Context: an optimization exercise on an open-source flow, tuned for small area, a short achievable clock period and few clock cycles per item. The choices shown serve that exercise and are no tape-out recipe. Function was checked by simulation only, so behaviour that the tests miss may differ from the original.

==> flow/design.v, too long to show whole: its modules and the start of the top module <==
// module mod_add: 12 lines
// module mod_sub: 12 lines
// module booth_enc: 41 lines
// module mul_cs: 836 lines
// module modq_fold1: 116 lines
// module modq_fold2: 54 lines
// module modq_addsub: 149 lines
// module g1_rom: 265 lines
// module ntt_core: 196 lines
// module ntt256: 20 lines
module ntt256 (
    input  wire        clk,
    input  wire        rst_n,
    input  wire        start,
    output wire        done,
    output wire [7:0]  ram_addr_a,
    output wire        ram_we_a,
    output wire [23:0] ram_wdata_a,
    input  wire [23:0] ram_rdata_a,
    output wire [7:0]  ram_addr_b,
    output wire        ram_we_b,
    output wire [23:0] ram_wdata_b,
    input  wire [23:0] ram_rdata_b
);
  // ...
==> flow/flow/run.sh <==
#!/bin/bash
# Standard layout (the standard.sh), with timing repair aiming for 6.3 ns of setup slack.
set -euo pipefail
bash standard.sh SETUP_SLACK_MARGIN=6.3 finish > standard_flow.log 2>&1
==> flow/standard.sh <==
#!/bin/bash
# synth_recipe.tcl (not shown) runs the flow's synth.tcl, then flattens the netlist and writes it again
# the make line also repeats each setting of config.mk as NAME=value (left out here)
make -C /OpenROAD-flow-scripts/flow DESIGN_CONFIG=/design/flow/config.mk WORK_HOME=/design/flow/orfs CLKGATE_MAP_FILE= SYNTH_SCRIPT=/design/flow/synth_recipe.tcl "${@:-finish}"
==> flow/config.mk <==
export PLATFORM = sky130hd
export DESIGN_NAME = ntt256
export DESIGN_NICKNAME = ntt256
export VERILOG_FILES = /design/flow/design.v
export SDC_FILE = /design/flow/constraint.sdc
export NUM_CORES = 4
export LEC_CHECK = 0
export ABC_AREA = 1
export CAP_MARGIN = 20
export CORE_MARGIN = 2
export CORE_UTILIZATION = 40
export SLEW_MARGIN = 20
export SYNTH_MEMORY_MAX_BITS = 8192
==> flow/constraint.sdc <==
create_clock -name core_clock -period 10.0 [get_ports {clk}]
set_input_delay 2.0000 -clock core_clock [delete_from_list [all_inputs] [get_ports {clk}]]
set_output_delay 2.0000 -clock core_clock [all_outputs]
set_load 0.01 [all_outputs]
==> results.json, run 1 <==
{
  "avgSynthCellArea_um2": 7.84,
  "top_regs": "u_ntt.ms: 46 flops, u_ntt.prod: 46 flops, u_ntt.mc: 45 flops",
  "muxShareOfSynthArea_pct": 0.0700,
  "die-area_um2": 119000,
  "finalSetupViolations": 0,
  "cts_root_buffer": "clkbuf_16",
  "num-multi-input-gates": 4146,
  "gr-total-overflow": 0,
  "taps": 1524,
  "wl_met1_um": 81100,
  "cp.depth": 12,
  "crit_buf_inv": 4,
  "dp.cells": 7386,
  "outcome": "timing/DRC/antenna clean",
  "fp.dieW_um": 345,
  "hold_violations": 0,
  "clkCellAreaFrac_pct": 4.23,
  "antenna_found_initial": 5,
  "clk_latency_ps": 660,
  "layout.nonclk_buf_share_pct": 5.92,
  "crit_family": "buffers and inverters",
  "fin_util_pct": 46.5,
  "hold-path-cell-count": 0,
  "cts_max_level": 3,
  "busiest_layer": "met2",
  "synthAdderAreaFrac_pct": 20.7,
  "track_usage_pct": 32.6,
  "synth.area.top_cells": "dfxtp_1, fa_1, ha_1",
  "crit_type": "reg -> reg",
  "timing.rr.start": "u_ntt.e[1]",
  "routed.top_layer": "met4",
  "drive_gt1_share_pct": 10.7,
  "worstPathCellList": "buf_4 > inv_1 > ha_1 > nor2_1 > inv_1 > nand2_2 > inv_1 > o21ai_1 > o211ai_1 > nand2_1 > nand3_1 > a32o_1",
  "rows": 125,
  "hold_path_end": "u_ntt.u4[12]",
  "final_cell_mix": "nand2_1, inv_1, dfxtp_1",
  "slowest_delay_ps": 470
}
Testbench counts, summed over its fixed seeds: cycles 18,720, ntts 18.
==> inputs of run 2 (changes only) <==
==> flow/flow/run.sh (replaced) <==
#!/bin/bash
# Standard layout (the standard.sh), with timing repair aiming for 6.5 ns of setup slack.
set -euo pipefail
bash standard.sh SETUP_SLACK_MARGIN=6.5 finish > standard_flow.log 2>&1
==> run 2 against run 1 <==
- still clean on timing, DRC and antenna
- global-route usage up 1.8 points
- critical path depth down 1
- cell count up 0.37%
- register-to-register slack about the same
- largest cell class unchanged
==> results.json, run 2 <==
{
  "ys_types": 73,
  "nets": 6754,
  "cts.sinks": 605,
  "gp_congestion": 1.03,
  "crit_buf_inv": 4,
  "tritoncts": "built",
  "cts_buffers": 71,
  "ios": 118,
  "setup_tns_ps": 0,
  "grt_max_degree": 73,
  "die_y_um": 345,
  "hold_violations": 0,
  "syn_area_um2": 46500,
  "track_usage_pct": 34.3,
  "first_global_vias": 42919,
  "cts_root_buffer": "clkbuf_16",
  "place_area_um2": 49200,
  "synth.area.top_cells": "dfxtp_1, fa_1, ha_1",
  "finClkSkew_ps": 35.3,
  "final_common_cell": "nand2_1",
  "fin_area_um2": 54800,
  "yosysWarningCount": 2,
  "die-area_um2": 119000,
  "cp_max_fo": 5,
  "antenna_found_initial": 8,
  "vias": 44459,
  "grt_pass1_wl_um": 298000,
  "cts_max_level": 3,
  "rsz0062_at_grt": "true",
  "path_common_cell": "fa_2",
  "initial_utilization_pct": 40.1,
  "maxSlewViolCount": 0,
  "crit_family": "adder cells",
  "worstPathCellList": "buf_8 > clkinvlp_4 > buf_6 > o22ai_4 > xor2_2 > fa_1 > fa_2 > fa_2 > fa_2 > inv_2 > fa_2",
  "slew_headroom_pct": 26.8,
  "crit_type": "reg -> reg",
  "drc": 0,
  "maxCapViolations": 0,
  "synth.most_common_cell": "nand2_1",
  "wl_per_cell_um": 27.2,
  "ys_top_cells_by_count": "nand2_1, inv_1, dfxtp_1, xor2_1, nor2_1",
  "clk_latency_ps": 650,
  "dr.pass1.iters": 8,
  "synth_edf_count": 92,
  "hpwl_um": 149000,
  "rows": 125,
  "hold_ws_ps": 321,
  "synth.top_cell.area_share_pct": 20.8,
  "clk_pin_slew_worst_paths_ps": 60,
  "outcome": "timing/DRC/antenna clean",
  "post-route-min-period_ps": 3850,
  "fp.dieW_um": 345,
  "ys.flop_type": "dfxtp_1",
  "finalSetupViolations": 0,
  "cp.required_ps": 10550,
  "top_regs": "u_ntt.ms: 46 flops, u_ntt.prod: 46 flops, u_ntt.mc: 45 flops",
  "final_cell_mix": "nand2_1, inv_1, dfxtp_1",
  "gr-total-overflow": 0,
  "drt-total-wl_um": 209000,
  "period_share_pct": 38.5,
  "io_buffers": 113,
  "fmax_mhz": 260,
  "min_path_type": "reg -> reg",
  "yosys.area.top_type": "dfxtp_1",
  "slowest_stage": "fa_1",
  "drive_gt1_share_pct": 12.5,
  "ys_seq_area_share_pct": 28.4,
  "avgSynthCellArea_um2": 7.84,
  "fp.coreArea_um2": 116000,
  "ys_ff_latch": 605,
  "drt-vias-per-instance": 5.79,
  "start_kind": "register",
  "worst_slew_pin_slew_ps": 1090,
  "arrival_ps": 4400,
  "ant_nets": 0,
  "max-clock-path-buffers": 3,
  "hold_buffers": 0,
  "synthToLayoutAreaGrowth_pct": 18.0,
  "drt_iter0_markers": 5127,
  "async_flop_share_pct": 4.96,
  "cp-end-kind": "register",
  "slowest_delay_ps": 600,
  "syn_inst": 5925
}
[run 2: cell counts after synthesis]
Identical to the previous run, type by type.
[run 2: metrics by stage]
stage | setup WS (ps) | instances | utilization, %
floorplan | 6470 | 5926 | -
global placement | 5010 | 7384 | 42.5
detailed placement | 5110 | 7384 | 42.5
CTS | 6230 | 7636 | 46.5
global route | 6130 | 7675 | 47.4
finish | 6150 | 7677 | 47.4
[run 2: layout make-up]
| class | count | area (um2) |
|---|---|---|
| Antenna cell | 2 | 5.00 |
| Clock buffer | 93 | 2000 |
| Clock inverter | 37 | 399 |
| Fill cell | 11482 | 60900 |
| Inverter | 912 | 3630 |
| Multi-Input combinational cell | 4146 | 29800 |
| Sequential cell | 605 | 13300 |
| Tap cell | 1524 | 1910 |
| Timing Repair Buffer | 339 | 3630 |
| Timing Repair inverter | 19 | 135 |
[run 2: path summary, 6_finish.rpt]
path	start	endpoint	slack [ps]	cells past startpoint
max in group asynchronous	rst_n	u_ntt.ram_addr_b[7]	7930	2
setup / recovery	u_ntt.v[22]	u_ntt.mc[23]	6150	11
hold / removal	u_ntt.u[20]	u_ntt.u1[20]	320	0
setup reg to reg	u_ntt.v[22]	u_ntt.mc[23]	6150	11
hold reg to reg	u_ntt.u[20]	u_ntt.u1[20]	320	0
min in group asynchronous	rst_n	u_ntt.ram_addr_a[7]	1740	2
[run 2: per-layer routing]
metal	GRT usage, %	vias to the layer above	wire (um)
li1	-	19908	-
met1	45.0	21450	84700
met2	53.9	2493	91600
met3	5.83	604	18200
met4	18.9	4	14200
met5	0	-	26
[run 2: timing repair]
action,CTS,global route
pin swaps,68,69
resized for setup,404,190
setup buffers,90,37
gates cloned,32,2
endpoints found under the setup margin,189,127
hold endpoints to repair,0,0
[run 2: logic make-up (layout without fill, tap and decap cells)]
family | Yosys count | in the layout | synth area share (%)
AND/OR/NAND/NOR | 1814 | 1814 | 16.3
AO/OA/AOI/OAI | 1273 | 1274 | 16.6
buffers and inverters | 1176 | 1400 | 9.61
adder cells (fa/ha/maj) | 613 | 613 | 20.7
flip-flops | 605 | 605 | 28.4
XOR/XNOR | 440 | 440 | 8.31
multiplexers | 3 | 3 | 0.0700
other | 1 | 4 | 0.00807
[run 2: worst register-to-register path: cells and delay by family, from the launching register on]
family / cells / cell delay [ps]
adder cells (fa/ha/maj): 5 / 2530
buffers and inverters: 4 / 650
flip-flops: 1 / 330
AO/OA/AOI/OAI: 1 / 170
XOR/XNOR: 1 / 110
==> module ntt_core, before the edit <==
module ntt_core #(
    parameter WIDTH = 24
)(
    input  wire          clk,
    input  wire          rst_n,
    input  wire          start,
    output reg           done,
    output reg  [7:0]    ram_addr_a,
    output reg           ram_we_a,
    output wire [WIDTH-1:0] ram_wdata_a,
    input  wire [WIDTH-1:0] ram_rdata_a,
    output reg  [7:0]    ram_addr_b,
    output reg           ram_we_b,
    output wire [WIDTH-1:0] ram_wdata_b,
    input  wire [WIDTH-1:0] ram_rdata_b
);
    localparam [22:0] Q = 23'd8380417;
    localparam [10:0] T_END = 11'd1040;    
    function [7:0] rd_addr(input [1:0] P, input [5:0] g, input [1:0] k);
        begin
            case (P)
                2'd0: rd_addr = {k[0], k[1], g[2], g[3], g[4], g[5], g[1], g[0]};
                2'd1: rd_addr = {g[5], g[4], k[0], k[1], g[1], g[0], g[3], g[2]};
                2'd2: rd_addr = {g[5], g[4], k[1], k[0], g[1], g[0], g[3], g[2]};
                2'd3: rd_addr = {k[1], k[0], g[1], g[0], g[5], g[4], g[3], g[2]};
            endcase
        end
    endfunction
    function [7:0] wr_addr(input [1:0] P, input [5:0] g, input [1:0] k);
        begin
            case (P)
                2'd0: wr_addr = {g[0], g[1], g[2], g[3], g[4], g[5], k[1], k[0]};
                2'd1: wr_addr = {g[5], g[4], g[0], g[1], k[1], k[0], g[3], g[2]};
                2'd2: wr_addr = {g[5], g[4], k[1], k[0], g[1], g[0], g[3], g[2]};
                2'd3: wr_addr = {k[1], k[0], g[1], g[0], g[5], g[4], g[3], g[2]};
            endcase
        end
    endfunction
    function [7:0] tw_exp(input [1:0] P, input [5:0] g, input [1:0] sel);
        reg [7:0] m;
        begin
            m = 8'd0;
            case (P)
                2'd0: m = {1'b0, 1'b0, 1'b0, 1'b0, 1'b0, 1'b0, 1'b0, 1'b0};
                2'd1: m = {1'b0, 1'b0, 1'b0, 1'b0, 1'b0, 1'b0, g[3], g[2]};
                2'd2: m = {1'b0, 1'b0, 1'b0, 1'b0, g[1], g[0], g[3], g[2]};
                2'd3: m = {1'b0, 1'b0, g[1], g[0], g[5], g[4], g[3], g[2]};
            endcase
            case (P)
                2'd0: tw_exp = (sel == 2'd0) ? (((m << 1) | 8'd1) << 7) :
                             (sel == 2'd1) ? (((m << 1) | 8'd1) << 6) :
                                             (((m << 1) | 8'd3) << 6);
                2'd1: tw_exp = (sel == 2'd0) ? (((m << 1) | 8'd1) << 5) :
                             (sel == 2'd1) ? (((m << 1) | 8'd1) << 4) :
                                             (((m << 1) | 8'd9) << 4);
                2'd2: tw_exp = (sel == 2'd0) ? (((m << 1) | 8'd1) << 3) :
                             (sel == 2'd1) ? (((m << 1) | 8'd1) << 2) :
                                             (((m << 1) | 8'd33) << 2);
                2'd3: tw_exp = (sel == 2'd0) ? (((m << 1) | 8'd1) << 1) :
                             (sel == 2'd1) ? (((m << 1) | 8'd1) << 0) :
                                             (((m << 1) | 8'd129) << 0);
            endcase
        end
    endfunction
    reg         running;
    reg  [10:0] t;
    wire [10:0] n   = t + 11'd1;          
    wire [1:0]  ph  = n[1:0];
    wire [8:0]  qn  = n[10:2];
    wire [8:0]  gw  = qn - 9'd4;          
    wire        rd_ok = (qn < 9'd256);
    wire        wr_ok = (qn >= 9'd4) && (qn < 9'd260);
    reg  [7:0] nxt_a, nxt_b;
    reg        nxt_we;
    always @(*) begin
        nxt_a  = 8'd0;
        nxt_b  = 8'd128;
        nxt_we = 1'b0;
        case (ph)
            2'd0: if (rd_ok) begin
                nxt_a = rd_addr(qn[7:6], qn[5:0], 2'd0);
                nxt_b = rd_addr(qn[7:6], qn[5:0], 2'd1);
            end
            2'd2: if (rd_ok) begin
                nxt_a = rd_addr(qn[7:6], qn[5:0], 2'd2);
                nxt_b = rd_addr(qn[7:6], qn[5:0], 2'd3);
            end
            2'd1: if (wr_ok) begin
                nxt_a  = wr_addr(gw[7:6], gw[5:0], 2'd0);
                nxt_b  = wr_addr(gw[7:6], gw[5:0], 2'd2);
                nxt_we = 1'b1;
            end
            default: if (wr_ok) begin
                nxt_a  = wr_addr(gw[7:6], gw[5:0], 2'd1);
                nxt_b  = wr_addr(gw[7:6], gw[5:0], 2'd3);
                nxt_we = 1'b1;
            end
        endcase
    end
    always @(posedge clk or negedge rst_n) begin
        if (!rst_n) begin
            running    <= 1'b0;
            done       <= 1'b0;
            t          <= 11'd0;
            ram_addr_a <= 8'd0;
            ram_addr_b <= 8'd128;
            ram_we_a   <= 1'b0;
            ram_we_b   <= 1'b0;
        end else begin
            ram_addr_a <= nxt_a;
            ram_addr_b <= nxt_b;
            ram_we_a   <= nxt_we & running;
            ram_we_b   <= nxt_we & running;
            if (running) begin
                if (n == T_END) begin
                    running <= 1'b0;
                    done    <= 1'b1;
                    t       <= 11'd0;
                end else begin
                    t <= n;
                end
            end else if (start) begin
                running <= 1'b1;
                done    <= 1'b0;
                t       <= 11'd1;
            end
        end
    end
    wire [10:0] te  = t + 11'd3;
    wire [1:0]  phe = te[1:0];
    reg  [8:0]  ge;
    reg  [1:0]  sel;
    always @(*) begin
        case (phe)
            2'd3:    begin ge = te[10:2];          sel = 2'd0; end
            2'd1:    begin ge = te[10:2] - 9'd1;   sel = 2'd0; end
            2'd0:    begin ge = te[10:2] - 9'd3;   sel = 2'd1; end
            default: begin ge = te[10:2] - 9'd3;   sel = 2'd2; end
        endcase
    end
    reg  [7:0]  e;
    reg  [22:0] wr;
    reg  [35:0] w;                    
    wire [22:0] rom_w;
    wire [35:0] w_enc;
    g1_rom   u_rom  ( .e(e), .w(rom_w) );
    booth_enc u_enc ( .b(wr), .bd(w_enc) );
    reg  [22:0] rd_a, rd_b;           
    reg  [22:0] u, v;                 
    reg  [22:0] h0, h1, h2, h3;       
    reg  [22:0] u1, u2, u3, u4;
    reg  [45:0] ms, mc;               
    reg  [45:0] prod;
    reg  [26:0] r1;
    reg  [22:0] tm;
    reg  [22:0] x, y;
    wire [26:0] fold1_out;
    wire [22:0] fold2_out;
    wire [22:0] add_out, sub_out;
    wire [45:0] mul_s, mul_c;
    mul_cs     u_mul   ( .a(v), .bd(w), .s(mul_s), .c(mul_c) );
    modq_fold1 u_fold1 ( .p(prod), .r(fold1_out) );
    modq_fold2 u_fold2 ( .r(r1), .t(fold2_out) );
    modq_addsub u_as   ( .u(u4), .t(tm), .x(add_out), .y(sub_out) );
    always @(posedge clk) begin
        e    <= tw_exp(ge[7:6], ge[5:0], sel);
        wr   <= rom_w;
        w    <= w_enc;
        rd_a <= ram_rdata_a[22:0];
        rd_b <= ram_rdata_b[22:0];
        case (ph)
            2'd0:    begin u <= h0;   v <= h2;   end
            2'd2:    begin u <= h2;   v <= h3;   end
            default: begin u <= rd_a; v <= rd_b; end
        endcase
        case (t[1:0])
            2'd0: begin h0 <= x; h1 <= y; end
            2'd2: begin h2 <= x; h3 <= y; end
            2'd3: begin h2 <= h1; end
            default: ;
        endcase
        ms   <= mul_s;
        mc   <= mul_c;
        u1   <= u;
        prod <= ms + mc;
        u2   <= u1;
        r1   <= fold1_out;
        u3   <= u2;
        tm   <= fold2_out;
        u4   <= u3;
        x    <= add_out;
        y    <= sub_out;
    end
    assign ram_wdata_a = {1'b0, x};
    assign ram_wdata_b = {1'b0, y};
endmodule
==> inputs of run 3 (changes only) <==
--- a/flow/design.v
+++ b/flow/design.v
@@ -1505,12 +1505,12 @@
     input  wire [WIDTH-1:0] ram_rdata_b
 );
     localparam [22:0] Q = 23'd8380417;
-    localparam [10:0] T_END = 11'd1040;    
+    localparam [10:0] T_END = 11'd1039;    
     function [7:0] rd_addr(input [1:0] P, input [5:0] g, input [1:0] k);
         begin
             case (P)
-                2'd0: rd_addr = {k[0], k[1], g[2], g[3], g[4], g[5], g[1], g[0]};
-                2'd1: rd_addr = {g[5], g[4], k[0], k[1], g[1], g[0], g[3], g[2]};
+                2'd0: rd_addr = {k[0], k[1], g[2], g[3], g[4], g[5], g[1], ~(g[0] ^ g[1])};
+                2'd1: rd_addr = {g[5], g[4], k[0], k[1], g[1], ~(g[0] ^ g[1]), g[3], g[2]};
                 2'd2: rd_addr = {g[5], g[4], k[1], k[0], g[1], g[0], g[3], g[2]};
                 2'd3: rd_addr = {k[1], k[0], g[1], g[0], g[5], g[4], g[3], g[2]};
             endcase
@@ -1519,8 +1519,8 @@
     function [7:0] wr_addr(input [1:0] P, input [5:0] g, input [1:0] k);
         begin
             case (P)
-                2'd0: wr_addr = {g[0], g[1], g[2], g[3], g[4], g[5], k[1], k[0]};
-                2'd1: wr_addr = {g[5], g[4], g[0], g[1], k[1], k[0], g[3], g[2]};
+                2'd0: wr_addr = {~(g[0] ^ g[1]), g[1], g[2], g[3], g[4], g[5], k[1], k[0]};
+                2'd1: wr_addr = {g[5], g[4], ~(g[0] ^ g[1]), g[1], k[1], k[0], g[3], g[2]};
                 2'd2: wr_addr = {g[5], g[4], k[1], k[0], g[1], g[0], g[3], g[2]};
                 2'd3: wr_addr = {k[1], k[0], g[1], g[0], g[5], g[4], g[3], g[2]};
             endcase
@@ -1552,37 +1552,39 @@
             endcase
         end
     endfunction
+    localparam [7:0] IDLE_B = 8'd193;     
     reg         running;
     reg  [10:0] t;
     wire [10:0] n   = t + 11'd1;          
     wire [1:0]  ph  = n[1:0];
     wire [8:0]  qn  = n[10:2];
-    wire [8:0]  gw  = qn - 9'd4;          
-    wire        rd_ok = (qn < 9'd256);
-    wire        wr_ok = (qn >= 9'd4) && (qn < 9'd260);
+    wire [8:0]  g1  = qn - 9'd1;
+    wire [8:0]  g2  = qn - 9'd2;
+    wire [8:0]  g3  = qn - 9'd3;
+    wire [8:0]  g4  = qn - 9'd4;
     reg  [7:0] nxt_a, nxt_b;
     reg        nxt_we;
     always @(*) begin
         nxt_a  = 8'd0;
-        nxt_b  = 8'd128;
+        nxt_b  = IDLE_B;
         nxt_we = 1'b0;
         case (ph)
-            2'd0: if (rd_ok) begin
-                nxt_a = rd_addr(qn[7:6], qn[5:0], 2'd0);
-                nxt_b = rd_addr(qn[7:6], qn[5:0], 2'd1);
+            2'd0: begin
+                if (!qn[8]) nxt_b = rd_addr(qn[7:6], qn[5:0], 2'd3);
+                if (!g1[8]) nxt_a = rd_addr(g1[7:6], g1[5:0], 2'd2);
             end
-            2'd2: if (rd_ok) begin
-                nxt_a = rd_addr(qn[7:6], qn[5:0], 2'd2);
-                nxt_b = rd_addr(qn[7:6], qn[5:0], 2'd3);
+            2'd1: begin
+                if (!g1[8]) nxt_b = rd_addr(g1[7:6], g1[5:0], 2'd1);
+                if (!g2[8]) nxt_a = rd_addr(g2[7:6], g2[5:0], 2'd0);
             end
-            2'd1: if (wr_ok) begin
-                nxt_a  = wr_addr(gw[7:6], gw[5:0], 2'd0);
-                nxt_b  = wr_addr(gw[7:6], gw[5:0], 2'd2);
+            2'd3: if (!g3[8]) begin
+                nxt_a  = wr_addr(g3[7:6], g3[5:0], 2'd0);
+                nxt_b  = wr_addr(g3[7:6], g3[5:0], 2'd2);
                 nxt_we = 1'b1;
             end
-            default: if (wr_ok) begin
-                nxt_a  = wr_addr(gw[7:6], gw[5:0], 2'd1);
-                nxt_b  = wr_addr(gw[7:6], gw[5:0], 2'd3);
+            default: if (!g4[8]) begin
+                nxt_a  = wr_addr(g4[7:6], g4[5:0], 2'd1);
+                nxt_b  = wr_addr(g4[7:6], g4[5:0], 2'd3);
                 nxt_we = 1'b1;
             end
         endcase
@@ -1593,7 +1595,7 @@
             done       <= 1'b0;
             t          <= 11'd0;
             ram_addr_a <= 8'd0;
-            ram_addr_b <= 8'd128;
+            ram_addr_b <= IDLE_B;
             ram_we_a   <= 1'b0;
             ram_we_b   <= 1'b0;
         end else begin
@@ -1623,8 +1625,8 @@
     always @(*) begin
         case (phe)
             2'd3:    begin ge = te[10:2];          sel = 2'd0; end
-            2'd1:    begin ge = te[10:2] - 9'd1;   sel = 2'd0; end
-            2'd0:    begin ge = te[10:2] - 9'd3;   sel = 2'd1; end
+            2'd0:    begin ge = te[10:2] - 9'd2;   sel = 2'd0; end
+            2'd2:    begin ge = te[10:2] - 9'd2;   sel = 2'd1; end
             default: begin ge = te[10:2] - 9'd3;   sel = 2'd2; end
         endcase
     end
@@ -1636,9 +1638,9 @@
     g1_rom   u_rom  ( .e(e), .w(rom_w) );
     booth_enc u_enc ( .b(wr), .bd(w_enc) );
     reg  [22:0] rd_a, rd_b;           
-    reg  [22:0] u, v;                 
-    reg  [22:0] h0, h1, h2, h3;       
-    reg  [22:0] u1, u2, u3, u4;
+    reg  [22:0] v;                    
+    reg  [22:0] ua;                   
+    reg  [22:0] h1, h2, h3;           
     reg  [45:0] ms, mc;               
     reg  [45:0] prod;
     reg  [26:0] r1;
@@ -1651,7 +1653,7 @@
     mul_cs     u_mul   ( .a(v), .bd(w), .s(mul_s), .c(mul_c) );
     modq_fold1 u_fold1 ( .p(prod), .r(fold1_out) );
     modq_fold2 u_fold2 ( .r(r1), .t(fold2_out) );
-    modq_addsub u_as   ( .u(u4), .t(tm), .x(add_out), .y(sub_out) );
+    modq_addsub u_as   ( .u(ua), .t(tm), .x(add_out), .y(sub_out) );
     always @(posedge clk) begin
         e    <= tw_exp(ge[7:6], ge[5:0], sel);
         wr   <= rom_w;
@@ -1659,25 +1661,20 @@
         rd_a <= ram_rdata_a[22:0];
         rd_b <= ram_rdata_b[22:0];
         case (ph)
-            2'd0:    begin u <= h0;   v <= h2;   end
-            2'd2:    begin u <= h2;   v <= h3;   end
-            default: begin u <= rd_a; v <= rd_b; end
+            2'd2:    begin v <= h2;   ua <= x;    end
+            2'd1:    begin v <= h3;   ua <= h1;   end
+            default: begin v <= rd_b; ua <= rd_a; end
         endcase
         case (t[1:0])
-            2'd0: begin h0 <= x; h1 <= y; end
-            2'd2: begin h2 <= x; h3 <= y; end
-            2'd3: begin h2 <= h1; end
+            2'd0: begin h2 <= x; h3 <= y; end
+            2'd1: begin h1 <= y; end
             default: ;
         endcase
         ms   <= mul_s;
         mc   <= mul_c;
-        u1   <= u;
         prod <= ms + mc;
-        u2   <= u1;
         r1   <= fold1_out;
-        u3   <= u2;
         tm   <= fold2_out;
-        u4   <= u3;
         x    <= add_out;
         y    <= sub_out;
     end
==> flow/flow/run.sh (replaced) <==
#!/bin/bash
# Standard layout (the standard.sh), with timing repair aiming for 6.0 ns of setup slack.
set -euo pipefail
bash standard.sh SETUP_SLACK_MARGIN=6.0 finish > standard_flow.log 2>&1
==> run 3 against run 2 <==
- critical path depth up 2
- register-to-register slack worse by 250 ps
- still clean on timing, DRC and antenna
- fmax down 6.1%
- first-iteration DRC count down 4.7%
==> results.json, run 3 <==
{
  "post-place-ws_ps": 5480,
  "gp_congestion": 1.04,
  "final_common_cell": "nand2_1",
  "initial_utilization_pct": 40.2,
  "stdcell_count": 7430,
  "hpwl_um": 145000,
  "cp.required_ps": 10400,
  "worst_slew_pin_slew_ps": 1260,
  "avgSynthCellArea_um2": 7.61,
  "ys.flop_type": "dfxtp_1",
  "cts_max_level": 2,
  "drt-vias-per-instance": 5.79,
  "hold_violations": 0,
  "period_share_pct": 41.0,
  "min_path_type": "reg -> reg",
  "finClkSkew_ps": 64.7,
  "setup_tns_ps": 0,
  "cts_buffers": 57,
  "vias": 42997,
  "clk_pin_slew_worst_paths_ps": 60,
  "syn_area_um2": 44300,
  "start_kind": "register",
  "antenna_found_initial": 11,
  "wl_per_cell_um": 26.2,
  "grt_max_degree": 72,
  "tritoncts": "built",
  "post-route-min-period_ps": 4100,
  "cp-end-kind": "register",
  "synth_edf_count": 69,
  "drt-total-wl_um": 195000,
  "place_area_um2": 47000,
  "rows": 122,
  "track_usage_pct": 33.5,
  "fin_ws_ps": 5900,
  "rsz0062_at_grt": "true",
  "hold_ws_ps": 367,
  "ys_types": 71,
  "drt_iter0_markers": 4887,
  "synthToLayoutAreaGrowth_pct": 12.4,
  "fin_area_um2": 49800,
  "ys_seq_area_share_pct": 24.0,
  "gr-total-overflow": 0,
  "hold-path-cell-count": 0,
  "slew_headroom_pct": 15.0,
  "reg2reg_slack_ps": 5900,
  "yosys.area.top_type": "dfxtp_1",
  "cts_root_buffer": "clkbuf_16",
  "max-clock-path-buffers": 3,
  "worst-r2r-cell-count": 13,
  "drive_gt1_share_pct": 6.84,
  "top_regs": "u_ntt.ms: 46 flops, u_ntt.prod: 46 flops, u_ntt.mc: 45 flops",
  "ant_nets": 0,
  "io_buffers": 113,
  "crit_type": "reg -> reg",
  "async_flop_share_pct": 6.12,
  "die-area_um2": 113000,
  "grt_pass1_wl_um": 280000,
  "first_global_vias": 41324,
  "die_y_um": 337,
  "nets": 6551,
  "cts.sinks": 490,
  "fmax_mhz": 244,
  "syn_inst": 5822,
  "arrival_ps": 4500,
  "maxCapViolations": 0,
  "ios": 118,
  "ys_ff_latch": 490,
  "fp.dieW_um": 337,
  "synth.most_common_cell": "inv_1",
  "finalSetupViolations": 0,
  "dp.cells": 7251,
  "drc": 0,
  "hold_buffers": 0,
  "dr.pass1.iters": 6,
  "fill_cells": 11334,
  "clk_latency_ps": 680,
  "outcome": "timing/DRC/antenna clean",
  "final_cell_mix": "nand2_1, inv_1, xor2_1",
  "synth.top_cell.area_share_pct": 17.7,
  "cp_max_fo": 13,
  "ys_top_cells_by_count": "inv_1, nand2_1, xor2_1, dfxtp_1, o21ai_0",
  "fp.coreArea_um2": 110000,
  "maxSlewViolCount": 0,
  "yosysWarningCount": 2,
  "synth.area.top_cells": "dfxtp_1, fa_1, ha_1"
}
[run 3: path summary, 6_finish.rpt]
path                              from             endpoint
max                         u_ntt.e[0]          u_ntt.wr[3]
min                        u_ntt.wr[0]           u_ntt.w[1]
max reg2reg                 u_ntt.e[0]          u_ntt.wr[3]
min reg2reg                u_ntt.wr[0]           u_ntt.w[1]
max in group asynchronous        rst_n  u_ntt.ram_addr_b[6]
min in group asynchronous        rst_n           u_ntt.t[8]
[run 3: logic make-up after synthesis]
| kind of cell | Yosys count | share of synthesized area [%] |
|---|---|---|
| AND/OR/NAND/NOR | 1736 | 16.6 |
| AO/OA/AOI/OAI | 1323 | 17.9 |
| buffers and inverters | 1197 | 10.2 |
| adder cells (fa/ha/maj) | 615 | 21.8 |
| flip-flops | 490 | 24.0 |
| XOR/XNOR | 452 | 9.24 |
| multiplexers | 8 | 0.186 |
| other | 1 | 0.00846 |
[run 3: layout make-up]
class	instances	area [um2]	area share [%]
repair buffers	242	2190	4.39
diodes	6	15.0	0.0302
clock buffers	74	1560	3.13
well taps	1488	1860	3.74
flip-flops and latches	490	10700	21.5
multi-input cells	4136	29300	58.8
repair inverters	21	118	0.236
inverters	940	3640	7.31
clock inverters	33	432	0.867
[run 3: what timing repair did]
| item | in CTS | in global routing |
|---|---|---|
| setup buffers | 14 | 31 |
| cloned | 9 | 12 |
| pin swaps | 1 | 1 |
| gates resized for setup | 33 | 53 |
| endpoints found under the setup margin | 70 | 87 |
[run 3: through the flow]
| step | utilization [%] |
|---|---|
| final | 45.2 |
| after detailed placement | 42.6 |
| after global placement | 42.6 |
| after floorplan | - |
| after CTS | 44.7 |
| after global routing | 45.2 |
[run 3: metal layers]
metal	part of all wire [%]	vias up	global-route usage [%]	wire [um]
met2	44	2323	52.3	85800
met5	0.014	-	0	28
li1	-	19437	-	-
met4	6.7	4	19.2	13000
met1	40	20641	43.5	78700
met3	8.8	592	6.05	17100
[run 3: worst max-delay path, cell delays in order (launching register included)]
cell	delay, ps
dfxtp_1	300
buf_4	220
inv_1	140
buf_4	270
ha_2	440
inv_1	140
nor2_1	460
inv_1	290
nand2_1	410
a31oi_1	130
o21ai_0	140
a21oi_1	110
nor3_1	520
a31oi_1	240
Testbench counts of run 3, summed over its fixed seeds: cycles 18,702, ntts 18.
==> inputs of run 4 (changes only) <==
==> flow/flow/run.sh (replaced) <==
#!/bin/bash
# Standard layout (the standard.sh), with timing repair aiming for 6.5 ns of setup slack.
set -euo pipefail
bash standard.sh SETUP_SLACK_MARGIN=6.5 finish > standard_flow.log 2>&1
==> run 4 against run 3 <==
- sequential share of layout area shrank 1.0 points
- hold slack lost 1.9 ps
- critical path depth shrank 1
- wire length grew 3.9%
==> results.json, run 4 <==
{
  "crit_type": "reg -> reg",
  "arrival_ps": 4310,
  "finalSetupViolations": 0,
  "die-area_um2": 113000,
  "ys_top_cells_by_count": "inv_1, nand2_1, xor2_1, dfxtp_1, o21ai_0",
  "post-route-min-period_ps": 3720,
  "finClkSkew_ps": 71.9,
  "final_common_cell": "nand2_1",
  "grt_max_degree": 60,
  "tritoncts": "built",
  "start_kind": "register",
  "yosys.area.top_type": "dfxtp_1",
  "r2r-end": "u_ntt.mc[22]",
  "hpwl_um": 144000,
  "drt_iter0_markers": 5249,
  "dp.cells": 7251,
  "syn_area_um2": 44300,
  "top_regs": "u_ntt.ms: 46 flops, u_ntt.prod: 46 flops, u_ntt.mc: 45 flops",
  "final_cell_mix": "nand2_1, inv_1, xor2_1",
  "period_share_pct": 37.2,
  "synth.most_common_cell": "inv_1",
  "clk_pin_slew_worst_paths_ps": 60,
  "drc": 0,
  "slowest_delay_ps": 560,
  "min_path_type": "reg -> reg",
  "fp.dieW_um": 337,
  "setup_tns_ps": 0,
  "rows": 122,
  "path_common_cell": "fa_2",
  "ys_ff_latch": 490,
  "cp.depth": 12,
  "io_buffers": 113,
  "cp_max_fo": 5,
  "antenna_found_initial": 12,
  "cts_max_level": 2,
  "hold_violations": 0,
  "synth_edf_count": 69,
  "avgSynthCellArea_um2": 7.61,
  "dr.pass1.iters": 8,
  "drt-vias-per-instance": 5.85,
  "synth_top_family_by_area": "adder cells",
  "first_global_vias": 42816,
  "crit_family": "adder cells",
  "worst-r2r-cell-count": 12,
  "outcome": "timing/DRC/antenna clean",
  "synth_compound_area_share_pct": 17.9,
  "synth.top_cell.area_share_pct": 17.7,
  "initial_utilization_pct": 40.2,
  "max-clock-path-buffers": 3,
  "slew_headroom_pct": 22.2,
  "cts_buffers": 57,
  "cp.required_ps": 10590,
  "cp-startpoint": "u_ntt.w[8]",
  "synthSimpleGateAreaFrac_pct": 16.6,
  "rsz0062_at_grt": "true",
  "drive_gt1_share_pct": 14.7,
  "clk_latency_ps": 690,
  "synth.area.top_cells": "dfxtp_1, fa_1, ha_1",
  "timing.rr.start": "u_ntt.w[8]",
  "muxShareOfSynthArea_pct": 0.186,
  "fp.coreArea_um2": 110000,
  "vias": 44244,
  "fin_ws_ps": 6280,
  "synth-xor-area-share_pct": 9.24,
  "ys.flop_type": "dfxtp_1",
  "slowest_stage": "fa_2",
  "crit_buf_inv": 5,
  "track_usage_pct": 34.6,
  "maxSlewViolCount": 0,
  "endpoint": "u_ntt.mc[22]",
  "maxCapViolations": 0,
  "ios": 118,
  "cts.sinks": 490,
  "stdcell_count": 7557,
  "nets": 6679,
  "gp_congestion": 1.04,
  "drt-total-wl_um": 202000,
  "cp-end-kind": "register",
  "wl_per_cell_um": 26.8,
  "ys_types": 71,
  "worstPathCellList": "buf_6 > buf_12 > clkinvlp_4 > o22ai_4 > xor2_2 > fa_2 > inv_2 > fa_2 > fa_2 > fa_1 > inv_2 > fa_2",
  "die_y_um": 337,
  "synthAdderAreaFrac_pct": 21.8,
  "hold_ws_ps": 365,
  "ys_seq_area_share_pct": 24.0,
  "fmax_mhz": 268,
  "gr-total-overflow": 0,
  "ant_nets": 0,
  "grt_pass1_wl_um": 289000,
  "post-place-ws_ps": 5710,
  "syn_inst": 5822,
  "yosysWarningCount": 2,
  "cts_root_buffer": "clkbuf_16",
  "reg2reg_slack_ps": 6280,
  "async_flop_share_pct": 6.12,
  "worst_slew_pin_slew_ps": 1170,
  "synthToLayoutAreaGrowth_pct": 19.5
}
## run 4: worst reg2reg max path: stages (launching register included)
cell and delay (ps):
dfxtp_4 380, buf_6 110, buf_12 90, clkinvlp_4 220, o22ai_4 210, xor2_2 100, fa_2 540, inv_2 40
fa_2 480, fa_2 370, fa_1 520, inv_2 40, fa_2 560
## run 4: worst min path at each step
stage | end | cells after the start | start
2_1_floorplan | u_ntt.mc[0] | 0 | u_ntt.w[0]
3_3_place_gp | u_ntt.w[1] | 0 | u_ntt.wr[0]
3_5_place_dp | u_ntt.w[1] | 0 | u_ntt.wr[0]
4_1_cts | u_ntt.w[1] | 0 | u_ntt.wr[0]
5_1_grt | u_ntt.w[1] | 0 | u_ntt.wr[0]
6_report | u_ntt.w[1] | 0 | u_ntt.wr[0]
## run 4: layout make-up
| type | instances | area, um2 |
|---|---|---|
| antenna | 4 | 10.0 |
| sequential | 490 | 10800 |
| multi-input combinational | 4136 | 30500 |
| timing repair buffer | 366 | 3780 |
| fill | 10862 | 57200 |
| tap | 1488 | 1860 |
| timing repair inverter | 25 | 176 |
| inverter | 940 | 3710 |
| clock inverter | 35 | 438 |
| clock buffer | 73 | 1620 |
## run 4: cell families (layout without fill, tap and decap cells)
kind of cell | count (synthesis) | after routing
flops | 490 | 490
fa+ha+maj | 615 | 615
other cells | 1 | 6
simple gates | 1736 | 1736
mux | 8 | 8
compound gates | 1323 | 1323
xor+xnor | 452 | 452
buf+inv | 1197 | 1439
## run 4: timing repair
item | 4_1_cts | 5_1_grt
cloned | 27 | 5
setup buffers | 112 | 50
endpoints found under the setup margin | 195 | 140
hold buffers | 0 | 0
gates resized for setup | 499 | 208
pin swaps | 102 | 70
## run 4: routing by layer
| layer | global-route usage, % | share of wire, % |
|---|---|---|
| met2 | 53.4 | 43 |
| met3 | 7.57 | 9.9 |
| met4 | 21.0 | 7.4 |
| met1 | 44.1 | 39 |
| met5 | 0.255 | 0.022 |
## run 4: through the flow
stage	util (%)	instance area [um2]
5_1_grt	48.0	53000
2_1_floorplan	-	44500
4_1_cts	46.8	51600
3_3_place_gp	42.7	47000
3_5_place_dp	42.7	47000
6_report	48.1	53000

## port drivers added, routing unchanged
Ports are ideal in the flow. The routed layouts listed here were re-timed in OpenROAD. Step 1: set_driving_cell puts a clkbuf_16 on clk and a buf_2 on each other input, an assumption about the parent block. Step 2 also shifts input and output timing later by t, the mid clock arrival at the registers, as if the neighbouring blocks saw the same clock. Three values: ideal, step 1, step 2; two values: the first two.
run | t, ns | setup WS [ns] | clock arrival spread, ns | worst register clock-pin slew, ns
run 1 | 0.708 | 6.156 / 6.156 / 6.156 | 0.034 / 0.034 | 0.07 / 0.07
run 2 | 0.705 | 6.149 / 6.149 / 6.149 | 0.040 / 0.040 | 0.08 / 0.08
run 3 | 0.722 | 5.899 / 5.899 / 5.899 | 0.065 / 0.065 | 0.07 / 0.07
run 4 | 0.730 | 6.275 / 6.275 / 6.275 | 0.073 / 0.073 | 0.08 / 0.08
After both steps setup and hold are still met in every run listed.
